This design comes from an exercise in tuning for small area, a short achievable clock period and few clock cycles on the open sky130 flow, not from production work.
Only simulation tests tie the RTL to the original design; equivalence was not proved.
Power figures rest on the tool's default switching activity, not on a simulated workload.

Setup of build 81:
## top
module top(
	input clk, rst_n,
	output [5:0] mem_raddr,
	input [31:0] mem_rdata,
	output mem_we,
	output [5:0] mem_waddr,
	output [31:0] mem_wdata
);
localparam NB = 4;               
reg [5:0]  raddr_q;      
reg        ra_fetch;     
reg [5:0]  npc;          
reg        fvalid;       
reg [5:0]  fpc;          
reg        fhit;         
reg [NB-1:0] bv;
reg [5:0]  btag [0:NB-1];
reg [5:0]  btgt [0:NB-1];
reg [1:0]  brr;          
reg        svalid;
reg [31:0] sk_word;
reg [5:0]  spc;
reg        sredir;
reg [5:0]  stgt, stgt1;
reg        dvalid;
reg [31:0] ir;
reg [31:0] dsel_a, dsel_b;   
reg [5:0]  dpc;
reg        dredir;       
reg        dpend;        
reg [5:0]  dtgt, dtgt1;   
reg        evalid;
reg        e_add, e_lw, e_sw, e_bgtz, e_j, e_pred;
reg [31:0] e_a, e_b;
reg [5:0]  e_maddr;
reg [4:0]  e_dest;
reg [5:0]  e_pc, e_tgt;
reg [5:0]  e_alt;        
reg [5:0]  e_alt1;       
reg        we_q;         
reg        lwb;          
reg        kill;         
integer i;
wire       f_redir;
wire [5:0] f_tgt, f_tgt1;
pc pd(.word(mem_rdata), .wpc(fpc), .redir(f_redir), .tgt(f_tgt), .tgt1(f_tgt1));
wire f_isb = mem_rdata[31:26] == 6'b000111;
wire [31:0] sum;
wire        gtz;
alu alu_1(.alu_a(e_a), .alu_b(e_b), .alu_out(sum), .gtz(gtz));
wire e_go = evalid & ~kill;
  ...
Size: roughly 79 I/O pins, ~61000 sq um of cells after synthesis.
clock: 10.0 ns
lec_check: 0
abc_clock_period_in_ps: 3000
cap_margin: 20
core_margin: 2
core_utilization: 50
place_density: 0.65
setup_slack_margin: 5
slew_margin: 20
standard.sh (not shown) runs the stock make flow with config.mk's settings and CLKGATE_MAP_FILE= SYNTH_SCRIPT=/design/flow/synth_recipe.tcl, a recipe that flattens the netlist after the stock synthesis.
==> flow/flow/run.sh <==
#!/bin/bash
set -euo pipefail
bash standard.sh synth > synth.log 2>&1
bash standard.sh SETUP_SLACK_MARGIN=6.5 finish > layout.log 2>&1
Build 81: flow complete, layout not clean; failing: max-capacitance violations, max-slew violations
Testbench counts of build 81, summed over its fixed seeds: cycles 18,334.
Inputs modified between build 81 and build 6:
Settings: CTS_CLUSTER_SIZE now 30, previously not set; CORE_UTILIZATION now 25, was 50; CTS_BUF_LIST now sky130_fd_sc_hd__clkbuf_8, previously not set; PLACE_DENSITY now 0.45, was 0.65.
--- outcome ---
Build 6 reached the final stage; the timing, design-rule and antenna checks on its layout passed.
The run showing the smaller share of total power in the clock network is build 6.
| cell area | build 6 vs build 81 | worse |
Delta (build 6 minus build 81): total instance count after detailed placement has increased; sum of routed wire length over all layers higher; antenna cell count now sits lower; multi-input logic area grew by 1.1%; synthesis-to-layout area growth saw an increase.
Of build 6 and build 81, the higher global routing usage on met2 belongs to build 81.
Changes observed in build 6 relative to build 81: total iterations of the first detailed-routing run saw a decrease; time the worst path needs with I/O delays and setup saw a decrease.
Of the two values seen for origin of the worst setup path, register.rv[0] was produced by build 81 and raddr_q[2] by build 6.
Build 6 — total net switching power 11% higher, build 81 as reference
#### Input delta (build 96 over build 6)
Settings: CTS_BUF_LIST no longer set, was sky130_fd_sc_hd__clkbuf_8; CTS_CLUSTER_SIZE no longer set, was 30.
Notes after the runs:
- Diff build 6 and build 96: switching power share of the total lower in build 96
- Going from build 6 to build 96, worst setup slack barely changed; total number of vias shows a reduction of 237; sum of internal, switching and leakage power climbed about 3.2%; synthesis-to-finish area growth moved up; ratio of final minimum period to clock period comparable.
- Build 96 has wire length after detailed routing below what build 6 had.
- Comparing worst endpoint required time for build 6 and build 96, the bigger number came from build 96.
- The final reports for build 96 and build 6 show arrival time at the worst endpoint higher in the former.
- For build 6, the last element of the critical path was mem_raddr[2], unlike build 96, where it was raddr_q[5].
diff inputs: build 96 => build 44
==> flow/flow/run.sh <==
#!/bin/bash
set -euo pipefail
bash standard.sh synth > synth.log 2>&1
bash standard.sh SETUP_SLACK_MARGIN=7.2 finish > layout.log 2>&1
--- outcome ---
Build 44 completed end to end with timing, DRC and antenna clean. The flow did not stop early for build 96: all stages ran, and the layout cleared the timing, design-rule and antenna checks. From build 96 to build 44, width of the die did not move at all. Between build 96 and build 44, the number of cells after detailed placement figures differ only marginally. Build 96 -> build 44: overall routed net length increased by a few percent. Build 44 vs. build 96: share of layout cells above drive strength 1 has increased, sum of internal, switching and leakage power has increased. [compare] base=build 96 new=build 44: count of clock-buffer cells in the layout fell by about 2.4%; global placement routability congestion rose by 0.0080; wire length of the first global-routing pass rose by 21000 um. Overall fraction of global-route tracks in use ended up 1.3 points higher on build 44 than on build 96.
--- input diff build 44..build 29 ---
Settings: CTS_CLUSTER_SIZE now 20, previously not set; CTS_CLUSTER_DIAMETER now 50, previously not set; CTS_BUF_LIST now sky130_fd_sc_hd__clkbuf_8 sky130_fd_sc_hd__clkbuf_16, previously not set.
==> flow/flow/run.sh <==
#!/bin/bash
set -euo pipefail
bash standard.sh synth > synth.log 2>&1
bash standard.sh SETUP_SLACK_MARGIN=6.5 finish > layout.log 2>&1
Results
Build 29 went all the way through the flow, and no timing, DRC or antenna check failed.
Between build 44 and build 29, final clock period utilization by the worst path increased.
Build 44 → build 29: largest stage delay on the critical path moved up; setup slack of the worst register-to-register path shows a reduction of 0.20 ns; worst path setup slack after routing down 0.11 ns; non-clock buffer count down 233; area added between synthesis and finish saw a decrease.
As far as sequential cell count goes, build 29 and build 44 are indistinguishable; the numbers are identical.

Another version of the RTL of top (not shown whole).
For scale: about 59000 µm² of cells after synthesis.
Design top, start of the top module:
module top(
	input clk, rst_n,
	output [5:0] mem_raddr,
	input [31:0] mem_rdata,
	output mem_we,
	output [5:0] mem_waddr,
	output [31:0] mem_wdata
);
export LEC_CHECK = 0
export ABC_CLOCK_PERIOD_IN_PS = 3000
export CAP_MARGIN = 20
export CORE_MARGIN = 2
export CORE_UTILIZATION = 25
export PLACE_DENSITY = 0.45
export SETUP_SLACK_MARGIN = 5
export SLEW_MARGIN = 20
create_clock -name core_clock -period 10.0 [get_ports {clk}]
==> flow/flow/run.sh <==
#!/bin/bash
set -euo pipefail
bash standard.sh synth > synth.log 2>&1
bash standard.sh SETUP_SLACK_MARGIN=6.8 \
  "CTS_ARGS=-sink_clustering_enable -repair_clock_nets -dont_use_dummy_load -sink_clustering_size 20 -sink_clustering_max_diameter 120" \
  finish > layout.log 2>&1
Testbench counts at the start, summed over its fixed seeds: cycles 18,334.
Rerun with:
==> flow/flow/run.sh (replaced) <==
#!/bin/bash
set -euo pipefail
bash standard.sh synth > synth.log 2>&1
bash standard.sh SETUP_SLACK_MARGIN=6.8 finish > layout.log 2>&1
After rerunning: The changed run went through all stages and came out clean. Clock skew goes down by 0.037 ns. Fmax goes up by 0.46%. Non-clock buffer count goes up by 32. Power goes up by 15%.
Rerun with:
==> flow/flow/run.sh (replaced) <==
#!/bin/bash
set -euo pipefail
bash standard.sh synth > synth.log 2>&1
bash standard.sh SETUP_SLACK_MARGIN=6.5 finish > layout.log 2>&1
Effect: Final cell count decreases slightly; via count decreases slightly; total power decreases by a few percent; critical path depth increases by 9; count of clock-buffer cells in the layout decreases by 2; routed wire length decreases by a few percent; clock power stays flat; cell area decreases by a few percent; non-clock buffer count decreases by 137; worst hold slack hardly moves; flip-flop and latch count stays the same.
Rerun with:
==> flow/flow/run.sh (replaced) <==
#!/bin/bash
set -euo pipefail
bash standard.sh synth > synth.log 2>&1
bash standard.sh SETUP_SLACK_MARGIN=7.2 finish > layout.log 2>&1
The new run produced a clean layout.
Sequential share of layout area shrinks by 4.1 points.
Via count grows by 4.1%.
Count of clock-buffer cells in the layout climbs by 10.
Sequential power came out higher by about 0.7%.
Worst setup slack is better by 0.29 ns.

Setup of wip/garnet:
Starting RTL as in the previous note.
clock: 10.0 ns
lec_check: 0
abc_clock_period_in_ps: 3000
cap_margin: 20
core_margin: 2
core_utilization: 25
place_density: 0.45
setup_slack_margin: 5
slew_margin: 20
==> flow/flow/run.sh <==
#!/bin/bash
set -euo pipefail
bash standard.sh synth > synth.log 2>&1
bash standard.sh SETUP_SLACK_MARGIN=6.95 \
  "CTS_ARGS=-sink_clustering_enable -repair_clock_nets -dont_use_dummy_load" \
  finish > layout.log 2>&1
wip/garnet reached the end of the flow, and the finished layout is clean on the timing, design-rule and antenna checks.
Testbench counts of wip/garnet, summed over its fixed seeds: cycles 18,334.
Here is what was changed in the inputs of wip/harbor compared with wip/garnet.
==> flow/flow/run.sh <==
#!/bin/bash
set -euo pipefail
bash standard.sh synth > synth.log 2>&1
bash standard.sh SETUP_SLACK_MARGIN=6.8 \
  "BUFFER_PORTS_ARGS=-buffer_cell sky130_fd_sc_hd__buf_4" \
  "CTS_ARGS=-sink_clustering_enable -repair_clock_nets -dont_use_dummy_load -sink_clustering_size 20 -sink_clustering_max_diameter 120" \
  finish > layout.log 2>&1
Results
Number of antenna diodes: wip/harbor < wip/garnet. [wip/harbor vs wip/garnet] leakage power: lower in wip/harbor. From wip/garnet to wip/harbor the numbers moved as follows: hold slack neither gained nor lost much, total global-route track usage lost 0.89 points, portion of total power attributed to combinational logic picked up an extra 1.1 points, via count of the first global-routing pass lost 2.1%. wip/harbor vs. wip/garnet: post-route worst setup slack went down by 0.052 ns. wip/harbor vs wip/garnet, startpoint of the worst setup timing path: dsel_a[4]$_DFF_P_ vs dsel_a[21]$_DFF_P_.
### wip/harbor -> wip/xenon
==> flow/flow/run.sh <==
#!/bin/bash
set -euo pipefail
bash standard.sh synth > synth.log 2>&1
bash standard.sh SETUP_SLACK_MARGIN=6.65 finish > layout.log 2>&1
==> comparison <==
Comparing wip/harbor with wip/xenon, the final routed wirelength across all metal layers came out essentially unchanged. From wip/harbor to wip/xenon the numbers moved as follows: design area now sits higher, count of clock buffers in the final design now sits higher. Every run (wip/xenon and wip/harbor) finished clean. Against wip/harbor, wip/xenon comes in 0.05 ns higher on slack of the worst reg-to-reg path. Taking wip/harbor as the reference, in wip/xenon layout buffer count excluding clock buffers now smaller; count of buffering cells on the critical path with inverters included +1. Summary — fmax, wip/xenon relative to wip/harbor: higher, by 1.6%.

## afterwards: timing with drivers on the ports
In the flow no input, the clock included, has a driving cell. The finished layouts below were timed again as built, in two steps. Step 1 (the two cells are an assumption about what drives the block):
set clk [get_ports {clk}]
set_driving_cell -lib_cell sky130_fd_sc_hd__clkbuf_16 $clk
set_driving_cell -lib_cell sky130_fd_sc_hd__buf_2 [delete_from_list [all_inputs] $clk]
Step 2 times the ports against the registers' clock, not the clock port: input delays grow and output delays shrink by t, the midpoint of the rising clock arrivals with the driver on. Three values: ideal ports, drivers, drivers and shift; two values: the first two.
run	t (ns)	slack for setup (ns)	hold slack, ns	cell pins on the clock port's net
build 81	0.864	6.272 / 6.272 / 5.629	0.373 / 0.373 / 0.373	1
build 6	1.083	6.301 / 6.219 / 5.333	0.419 / 0.419 / 0.419	1
build 96	0.910	6.302 / 6.302 / 5.541	0.415 / 0.415 / 0.415	1
build 44	0.906	6.392 / 6.430 / 5.524	0.447 / 0.447 / 0.447	1
build 29	0.906	6.278 / 6.278 / 5.470	0.425 / 0.425 / 0.425	1
the first run of note 2	0.807	6.606 / 6.594 / 5.867	0.354 / 0.354 / 0.354	1
the second run of note 2	0.913	6.621 / 6.517 / 5.889	0.348 / 0.348 / 0.348	1
the third run of note 2	0.905	6.326 / 6.390 / 5.484	0.351 / 0.351 / 0.351	1
the fourth run of note 2	0.909	6.618 / 6.517 / 5.922	0.353 / 0.353 / 0.353	1
wip/garnet	0.910	6.611 / 6.516 / 5.835	0.348 / 0.348 / 0.348	1
wip/harbor	0.821	6.559 / 6.559 / 5.906	0.349 / 0.349 / 0.349	1
wip/xenon	0.919	6.612 / 6.512 / 5.828	0.343 / 0.343 / 0.343	1
The setup slack of build 6, which loses most, moves by -0.082 ns with the drivers and by -0.968 ns with both steps.
